This is an optimization exercise on Yosys and OpenROAD, whose aim is small area and a short achievable clock period, not a production implementation. The RTL was checked by simulation tests, not by an equivalence proof against the original design. No activity file was given, so power comes from the tool's default toggle rates.

## flow/design.v (module list and top-level ports; edited modules follow where they fit)
// module div_uu: 11105 lines
// module g0: 5 lines
// module g1: 5 lines
// module g2: 5 lines
// module g3: 5 lines
// module g4: 5 lines
// module g5: 5 lines
// module g6: 5 lines
// module g7: 5 lines
// module g8: 5 lines
// module g9: 5 lines
// module g10: 5 lines
// module g11: 5 lines
// module g12: 5 lines
// module g13: 5 lines
// module g14: 5 lines
// module g15: 5 lines
// module g16: 5 lines
// module g17: 5 lines
// module g18: 5 lines
// module g19: 5 lines
// module g20: 5 lines
// module g21: 5 lines
module div_uu(clk, rst, ena, iready, z, d, q, s, div0, ovf, oready);
  // ...
==> flow/flow/run.sh <==
#!/bin/bash
# Standard layout, with one change: after the standard synthesis, the gate
# cells that synthesis sized up for each small gate module
# (sky130_fd_sc_hd__a21oi_2, mux2_4, nor2b_4) are set back to size 1 (same
# pins and function); the later repair steps size up again whatever timing
# needs.
set -euo pipefail
bash standard.sh synth > synth.log 2>&1
R=orfs/results/${FLOW_PLATFORM}/div_uu/base
for c in a21oi_2 mux2_4 nor2b_4; do
  echo "$c $(grep -c "sky130_fd_sc_hd__$c " "$R/1_2_yosys.v" || true)" >> downsize.log
done
sed -i -e 's/\bsky130_fd_sc_hd__a21oi_2 /sky130_fd_sc_hd__a21oi_1 /' \
       -e 's/\bsky130_fd_sc_hd__mux2_4 /sky130_fd_sc_hd__mux2_1 /' \
       -e 's/\bsky130_fd_sc_hd__nor2b_4 /sky130_fd_sc_hd__nor2b_1 /' "$R/1_2_yosys.v"
rm -f "$R/1_synth.odb" "$R/1_synth.sdc"
bash standard.sh finish > finish.log 2>&1
==> flow/standard.sh <==
#!/bin/bash
# synth_recipe.tcl (not shown) runs the flow's synth.tcl, then flattens the netlist and writes it again
# the make line also repeats each setting of config.mk as NAME=value (left out here)
make -C /OpenROAD-flow-scripts/flow DESIGN_CONFIG=/design/flow/config.mk WORK_HOME=/design/flow/orfs CLKGATE_MAP_FILE= SYNTH_SCRIPT=/design/flow/synth_recipe.tcl "${@:-finish}"
==> flow/config.mk <==
export PLATFORM = sky130hd
export DESIGN_NAME = div_uu
export DESIGN_NICKNAME = div_uu
export VERILOG_FILES = /design/flow/design.v
export SDC_FILE = /design/flow/constraint.sdc
export NUM_CORES = 4
export LEC_CHECK = 0
export CAP_MARGIN = 20
export CORE_MARGIN = 2
export CORE_UTILIZATION = 55
export SETUP_SLACK_MARGIN = 3.2
export SLEW_MARGIN = 20
export SYNTH_HIERARCHICAL = 1
export SYNTH_MINIMUM_KEEP_SIZE = 0
==> flow/constraint.sdc <==
create_clock -name core_clock -period 5.5 [get_ports {clk}]
set_input_delay 1.1000 -clock core_clock [delete_from_list [all_inputs] [get_ports {clk}]]
set_output_delay 1.1000 -clock core_clock [all_outputs]
set_load 0.01 [all_outputs]
==> metrics.cfg, run 1 <==
[detailed_routing]
antenna_left=0
num_vias=101814
route.met2.wl_um=170000

[timing]
fin_hold_ws_ps=391
slew_headroom_pct=30.5
rsz0062_at_grt=true
setup_viol=0
fin_crit_ps=2480
report.final.hold_viol_count=0

[layout]
multi_input_area_share_pct=31.3
buf_share_pct=5.68
nNetsFinal=15395
layout_common_cells=edfxtp_1 (3007), inv_1 (2234), nand2_1 (1447)
num_antenna_cells=7
multi_input_area_um2=57800
nClkBuffers=429

[global_routing]
grtUsageMet2_pct=40.2
grt_pass1_wl_um=479000
use_met3_pct=2.41
top_usage_layer=met2

[clocking]
cts_setup_buffers=330
cts.clk_slew.worst_paths_ps=60
clock_sink_count=3105

[worst_setup_path]
crit_chain=nor2_4, nor2_2, a21oi_2, buf_6, o21ai_4, a21oi_4, buf_8, buf_6, o21ai_4, a21oi_2, xnor2_1, mux2i_1
r2r_end=R17[31]
slowest_stage=edfxtp_1
arrival_ps=3100
cpPeakStageDelay_ps=490

[floorplanning]
dieWidth_um=525
ios=167

[yosys]
syn_nets=14065

[placement]
io_buffers=166

[power]
seq_power_mw=38.9
power.group.top=combinational logic

[outcome]
status=timing/DRC/antenna clean

==> inputs of run 2 (changes only) <==
--- a/flow/config.mk
+++ b/flow/config.mk
@@ -8,7 +8,7 @@
 export CAP_MARGIN = 20
 export CORE_MARGIN = 2
 export CORE_UTILIZATION = 55
-export SETUP_SLACK_MARGIN = 3.2
+export SETUP_SLACK_MARGIN = 3.0
 export SLEW_MARGIN = 20
 export SYNTH_HIERARCHICAL = 1
 export SYNTH_MINIMUM_KEEP_SIZE = 0
==> metrics.cfg, run 2 <==
[floorplanning]
core_area_um2=270000  ; unchanged
rows=191  ; unchanged
ios=167  ; unchanged
dieWidth_um=525  ; unchanged
die_area_um2=275000  ; unchanged
die_height_um=525  ; unchanged
start_util_pct=55.2  ; unchanged

[timing]
report.final.hold_viol_count=0  ; unchanged
tightest_slew_ps=950  ; was 1040 ps
fin_crit_ps=2490  ; was 2480 ps
setup_viol=0  ; unchanged
fmax_ghz=0.402  ; was 0.404 GHz
finalSetupTns_ps=0  ; unchanged
fin_crit_sh_pct=45.2  ; was 45.0%
finalClockSkew_ps=57.7  ; was 58.5 ps
slew_headroom_pct=36.1  ; was 30.5%
slew_violations=0  ; unchanged
rsz0062_at_grt=true  ; unchanged

[clocking]
cts_tree=yes  ; unchanged
ctsHoldBuffers=0  ; unchanged
cts.clk_slew.worst_paths_ps=50  ; was 60 ps
clk_latency_ps=940  ; about the same
root_buffer=clkbuf_16  ; unchanged
clock_sink_count=3105  ; unchanged
htreeDepth=5  ; unchanged
cts_buffers=336  ; was 334
cts.path.max_buffers=4  ; unchanged

[layout]
final_common_cell=edfxtp_1  ; unchanged
layout_common_cells=edfxtp_1 (3007), inv_1 (2254), nand2_1 (1537)  ; was edfxtp_1 (3007), inv_1 (2234), nand2_1 (1447)
nNetsFinal=14926  ; was 15395
fillerInstances=20313  ; was 19276
final_core_util_pct=64.5  ; was 68.3%
drive_gt1_share_pct=11.0  ; was 20.4%
syn2layout_area_growth_pct=16.9  ; was 23.8%

[worst_setup_path]
cpPeakStageDelay_ps=330  ; was 490 ps
crit_chain=buf_6  ; was nor2_4, nor2_2, a21oi_2, buf_6, o21ai_4, a21oi_4, buf_8, buf_6, o21ai_4, a21oi_2, xnor2_1, mux2i_1
startpoint_type=flip-flop  ; unchanged
arrival_ps=1390  ; was 3100 ps
crit_path_end=ovf  ; was R17[31]
cp_max_fo=2  ; was 7
path_class=reg2out  ; was reg2reg
slowest_stage=dfxtp_2  ; was edfxtp_1
r2r_start=N4[2]  ; was R16[1]
r2r_setup_slack_ps=3030  ; was 3020 ps
reg2regPathDepth=11  ; was 12
r2r_end=R5[27]  ; was R17[31]
cp.depth=1  ; was 12
end_kind=output pin  ; was flip-flop
cp-startpoint=ovf  ; was R16[1]
crit_buf_inv=1  ; was 3
crit_family=flip-flops  ; was compound AO/OA/AOI/OAI gates
cp_data_required_time_ps=4400  ; was 6120 ps

[power]
power_density_nw_per_um2=571  ; was 581 nW/µm²
p_comb_share_pct=38.3  ; was 43.1%
p_seq_share_pct=38.8  ; was 36.3%
ir_worst_vdd_uv=312  ; was 310 µV
power_leakage_nw=72.4  ; was 76.0 nW
clock_power_share_pct=22.9  ; was 20.6%
p_int_mw=64.1  ; was 67.6 mW
p_sw_share_pct=35.6  ; was 36.9%
p_switching_mw=35.5  ; was 39.6 mW

[detailed_routing]
num_vias=98366  ; was 101814
drt-initial-drc-count=5139  ; was 5716
routed_wl_um=292000  ; was 312000 µm
route.detailed.drc=0  ; unchanged
first_pass_iters=6  ; unchanged
routedWlPerCell_um=15.6  ; was 16.3 µm
antenna_left=0  ; unchanged
via_per_inst=5.27  ; was 5.32

[yosys]
syn_nets=14065  ; unchanged
syn_area_um2=149000  ; unchanged
syn_inst=13965  ; unchanged
syn_avg_cell_area_um2=10.7  ; unchanged
synth-warning-count=7  ; unchanged

[outcome]
status=timing/DRC/antenna clean  ; unchanged

[placement]
hpwl_um=206000  ; was 205000 µm
io_buffers=166  ; unchanged
globalplace.congestion=0.857  ; was 0.864

[global_routing]
grt_start_max_net_pins=150  ; was 163
grt_pass1_wl_um=463000  ; was 479000 µm
grt-ovfl-total=0  ; unchanged
antenna_found_initial=5  ; was 2
grt_usage_pct=20.3  ; was 21.0%
grt_pass1_vias=97727  ; was 99973

[min_path]
worstHoldPathType=reg2reg  ; was in2reg

[flow_run]
cap_viol_max_count=0  ; unchanged

==> run 2: cell count changes in the layout (fill, tap and decap cells not counted), moves of 73 or more <==
cell,previous run,this run
a21oi_1,1068,1356
a21oi_2,345,161
a21oi_4,165,61
buf_4,580,237
mux2i_1,976,1049
nand2_1,1447,1537
nand2_2,125,51
nor2_1,1199,1456
nor2_2,282,111
nor2_4,184,99
o21ai_1,1181,1452
o21ai_2,229,92
o21ai_4,181,46
==> run 2: worst min path at each step <==
stage / slack [ps] / to / from / cells past startpoint
2_1_floorplan: 400 / O10 / O9 / 0
3_3_place_gp: 400 / X21[28] / X20[27] / 0
3_5_place_dp: 400 / O11 / O10 / 0
4_1_cts: 400 / X25[15] / X24[14] / 0
5_1_grt: 400 / N1[6] / d[6] / 1
6_report: 400 / X28[30] / X27[29] / 0
==> run 2: cell type report <==
type / count / area (µm²) / area share, %
repair buffers: 528 / 5950 / 3.41
flip-flops and latches: 3105 / 92300 / 52.9
clock buffers: 417 / 9020 / 5.17
multi-input cells: 8583 / 51900 / 29.7
inverters: 2272 / 8540 / 4.90
well taps: 3570 / 4470 / 2.56
clock inverters: 193 / 2210 / 1.27
diodes: 3 / 7.51 / 0.00430
==> run 2: per-stage QoR <==
step / instances / setup slack (ps) / hold slack, ps / instance area, µm² / power [mW]
floorplan: 13965 / 2720 / 400 / 150000 / 63.0
global placement: 17789 / 1510 / 400 / 157000 / 70.7
detailed placement: 17789 / 1500 / 405 / 157000 / 72.2
CTS: 18557 / 2940 / 404 / 172000 / 98.3
global route: 18671 / 2930 / 401 / 174000 / 106
finish: 18671 / 3010 / 401 / 174000 / 99.6
==> run 2: layer usage <==
metal	up-vias	wire [µm]	track usage (%)
met4	0	15100	10.4
met1	46411	110000	21.1
met5	-	0	0
met2	1617	159000	39.8
li1	49571	-	-
met3	767	8540	2.31
==> run 2: what timing repair did <==
action | 4_1_cts | 5_1_grt
resized for setup | 751 | 465
setup endpoints to repair | 1123 | 985
endpoints found under the hold margin | 0 | 0
setup buffers | 155 | 106
cloned | 3 | 5
pin swaps | 127 | 118
==> run 2: power groups by stage <==
| stage | logic (mW) | registers, mW | clock network (mW) |
|---|---|---|---|
| after floorplan | 25.6 | 37.4 | 0 |
| after global placement | 32.0 | 38.7 | 0 |
| after detailed placement | 33.3 | 38.9 | 0 |
| after CTS | 36.4 | 38.6 | 23.4 |
| after global routing | 42.0 | 39.5 | 24.3 |
| final | 38.1 | 38.6 | 22.8 |
==> inputs of run 3 (changes only) <==
--- a/flow/config.mk
+++ b/flow/config.mk
@@ -7,7 +7,7 @@
 export LEC_CHECK = 0
 export CAP_MARGIN = 20
 export CORE_MARGIN = 2
-export CORE_UTILIZATION = 55
+export CORE_UTILIZATION = 62
 export SETUP_SLACK_MARGIN = 3.0
 export SLEW_MARGIN = 20
 export SYNTH_HIERARCHICAL = 1
==> metrics.cfg, run 3 <==
[layout]
fin_area_um2=173000  ; was 174000 µm²
drive_gt1_share_pct=11.2  ; was 11.0%
layout_common_cells=edfxtp_1 (3007), inv_1 (2258), nand2_1 (1530)  ; was edfxtp_1 (3007), inv_1 (2254), nand2_1 (1537)
stdcell_count=18289  ; was 18671
nNetsFinal=14947  ; was 14926
fillerInstances=16153  ; was 20313
syn2layout_area_growth_pct=16.3  ; was 16.9%
final_common_cell=edfxtp_1  ; unchanged

[worst_setup_path]
cp.depth=1  ; unchanged
r2r_start=R4[2]  ; was N4[2]
startpoint_type=flip-flop  ; unchanged
crit_chain=buf_6  ; unchanged
cpPeakStageDelay_ps=330  ; about the same
cp-startpoint=q[31]  ; was ovf
reg2regPathDepth=10  ; was 11
end_kind=output pin  ; unchanged
path_class=reg2out  ; unchanged
crit_family=flip-flops  ; unchanged
crit_buf_inv=1  ; unchanged
cp_data_required_time_ps=4400  ; about the same
r2r_end=R5[27]  ; unchanged
cp_max_fo=2  ; unchanged
r2r_setup_slack_ps=2990  ; was 3030 ps
crit_path_end=q[31]  ; was ovf
arrival_ps=1440  ; was 1390 ps
slowest_stage=dfxtp_2  ; unchanged

[global_routing]
grt_pass1_vias=99008  ; was 97727
grt_pass1_wl_um=460000  ; was 463000 µm
antenna_found_initial=2  ; was 5
grt_start_max_net_pins=171  ; was 150
grt-ovfl-total=0  ; unchanged
grt_usage_pct=22.9  ; was 20.3%

[detailed_routing]
via_per_inst=5.44  ; was 5.27
antenna_left=0  ; unchanged
route.detailed.drc=0  ; unchanged
routed_wl_um=293000  ; was 292000 µm
first_pass_iters=6  ; unchanged
num_vias=99500  ; was 98366
routedWlPerCell_um=16.0  ; was 15.6 µm
drt-initial-drc-count=5606  ; was 5139

[min_path]
worstHoldPathType=reg2reg  ; unchanged

[timing]
rsz0062_at_grt=true  ; unchanged
report.final.hold_viol_count=0  ; unchanged
slew_headroom_pct=20.8  ; was 36.1%
finalClockSkew_ps=84.6  ; was 57.7 ps
finalSetupTns_ps=0  ; unchanged
tightest_slew_ps=1190  ; was 950 ps
fin_crit_sh_pct=46.1  ; was 45.2%
setup_viol=0  ; unchanged
slew_violations=0  ; unchanged
fin_crit_ps=2540  ; was 2490 ps
fmax_ghz=0.394  ; was 0.402 GHz

[yosys]
syn_nets=14065  ; unchanged
syn_area_um2=149000  ; unchanged
syn_inst=13965  ; unchanged
synth-warning-count=7  ; unchanged
syn_avg_cell_area_um2=10.7  ; unchanged

[placement]
io_buffers=166  ; unchanged
placed_cell_area_um2=156000  ; was 157000 µm²
globalplace.congestion=0.861  ; was 0.857
dp.cells=17397  ; was 17789
hpwl_um=201000  ; was 206000 µm

[clocking]
cts_buffers=342  ; was 336
cts_tree=yes  ; unchanged
cts.path.max_buffers=4  ; unchanged
cts.clk_slew.worst_paths_ps=60  ; was 50 ps
clk_latency_ps=990  ; was 940 ps
htreeDepth=5  ; unchanged
root_buffer=clkbuf_16  ; unchanged
clock_sink_count=3105  ; unchanged

[power]
ir_worst_vdd_uv=297  ; was 312 µV
power_density_nw_per_um2=569  ; was 571 nW/µm²
power_mw=98.6  ; was 99.6 mW
power_leakage_nw=72.0  ; was 72.4 nW

[floorplanning]
dieWidth_um=494  ; was 525 µm
ios=167  ; unchanged
core_area_um2=240000  ; was 270000 µm²
die_area_um2=244000  ; was 275000 µm²
start_util_pct=62.2  ; was 55.2%
die_height_um=494  ; was 525 µm
rows=180  ; was 191

[outcome]
status=timing/DRC/antenna clean  ; unchanged

[flow_run]
cap_viol_max_count=0  ; unchanged

run 3: how the worst min path moves through the flow:
stage,to,cells past startpoint,start
2_1_floorplan,O10,0,O9
3_3_place_gp,X21[24],0,X20[23]
3_5_place_dp,O21,0,O20
4_1_cts,X21[1],0,X20[0]
5_1_grt,N1[2],1,d[2]
6_report,X26[9],0,X25[8]
run 3: routing by layer:
metal	vias to the layer above	share of wire, %	track usage (%)
met5	-	0	0
met4	0	5.1	11.1
met3	786	3.5	3.33
met2	1962	55	45.4
met1	47190	36	23.0
li1	49562	-	-
run 3: area by class of cell:
cell class | instances | area (µm²) | area share, %
Antenna cell | 2 | 5.00 | 0.00288
Tap cell | 3185 | 3990 | 2.30
Multi-Input combinational cell | 8583 | 52000 | 30.0
Sequential cell | 3105 | 92300 | 53.2
Clock buffer | 433 | 9140 | 5.27
Inverter | 2272 | 8540 | 4.92
Clock inverter | 166 | 1450 | 0.834
Timing Repair Buffer | 543 | 5980 | 3.45
run 3: repair_timing:
action                                   CTS  global route
pin swaps                                102           136
gates cloned                               0            10
endpoints found under the setup margin  1123          1035
hold buffers                               0             0
resized for setup                        775           505
setup buffers                            132           149
run 3: metrics by stage:
stage | setup WS [ps] | utilization, % | hold slack, ps
floorplan | 2720 | - | 400
global placement | 1490 | 65.1 | 400
CTS | 2880 | 71.0 | 361
global route | 2890 | 72.3 | 327
detailed placement | 1480 | 65.1 | 405
finish | 2960 | 72.3 | 371
run 3: report_power, final:
group | switching [mW] | internal (mW) | leakage (nW) | total [mW]
Clock | 8.92 | 12.7 | 5.17 | 21.7
Sequential | 4.84 | 33.8 | 30.2 | 38.7
Combinational | 21.7 | 16.6 | 36.7 | 38.3

what the ideal ports hide:
The flow's constraints put no driver on any port. The routed layouts listed below were extracted and timed again, unchanged, in two steps.
Step 1 sets driving cells, clkbuf_16 on the clock port and buf_2 on the other inputs (assumed; they add their load-dependent delay and slew).
Step 2 times the ports against the registers' clock, not the clock port: input delays grow and output delays shrink by t, the midpoint of the rising clock arrivals with the driver on.
Three values: no drivers, after step 1, after step 2; two values: the first two.
run | t, ns | slack for setup (ns) | worst register clock-pin slew, ns
run 1 | 0.993 | 3.023 / 2.930 / 2.319 | 0.07 / 0.07
run 2 | 0.992 | 3.014 / 2.921 / 2.140 | 0.07 / 0.07
run 3 | 1.024 | 2.965 / 2.876 / 2.065 | 0.07 / 0.07
After both steps setup and hold are still met in every run listed. The setup slack of run 3, which loses most, moves by -0.089 ns with the drivers and by -0.900 ns with both steps.
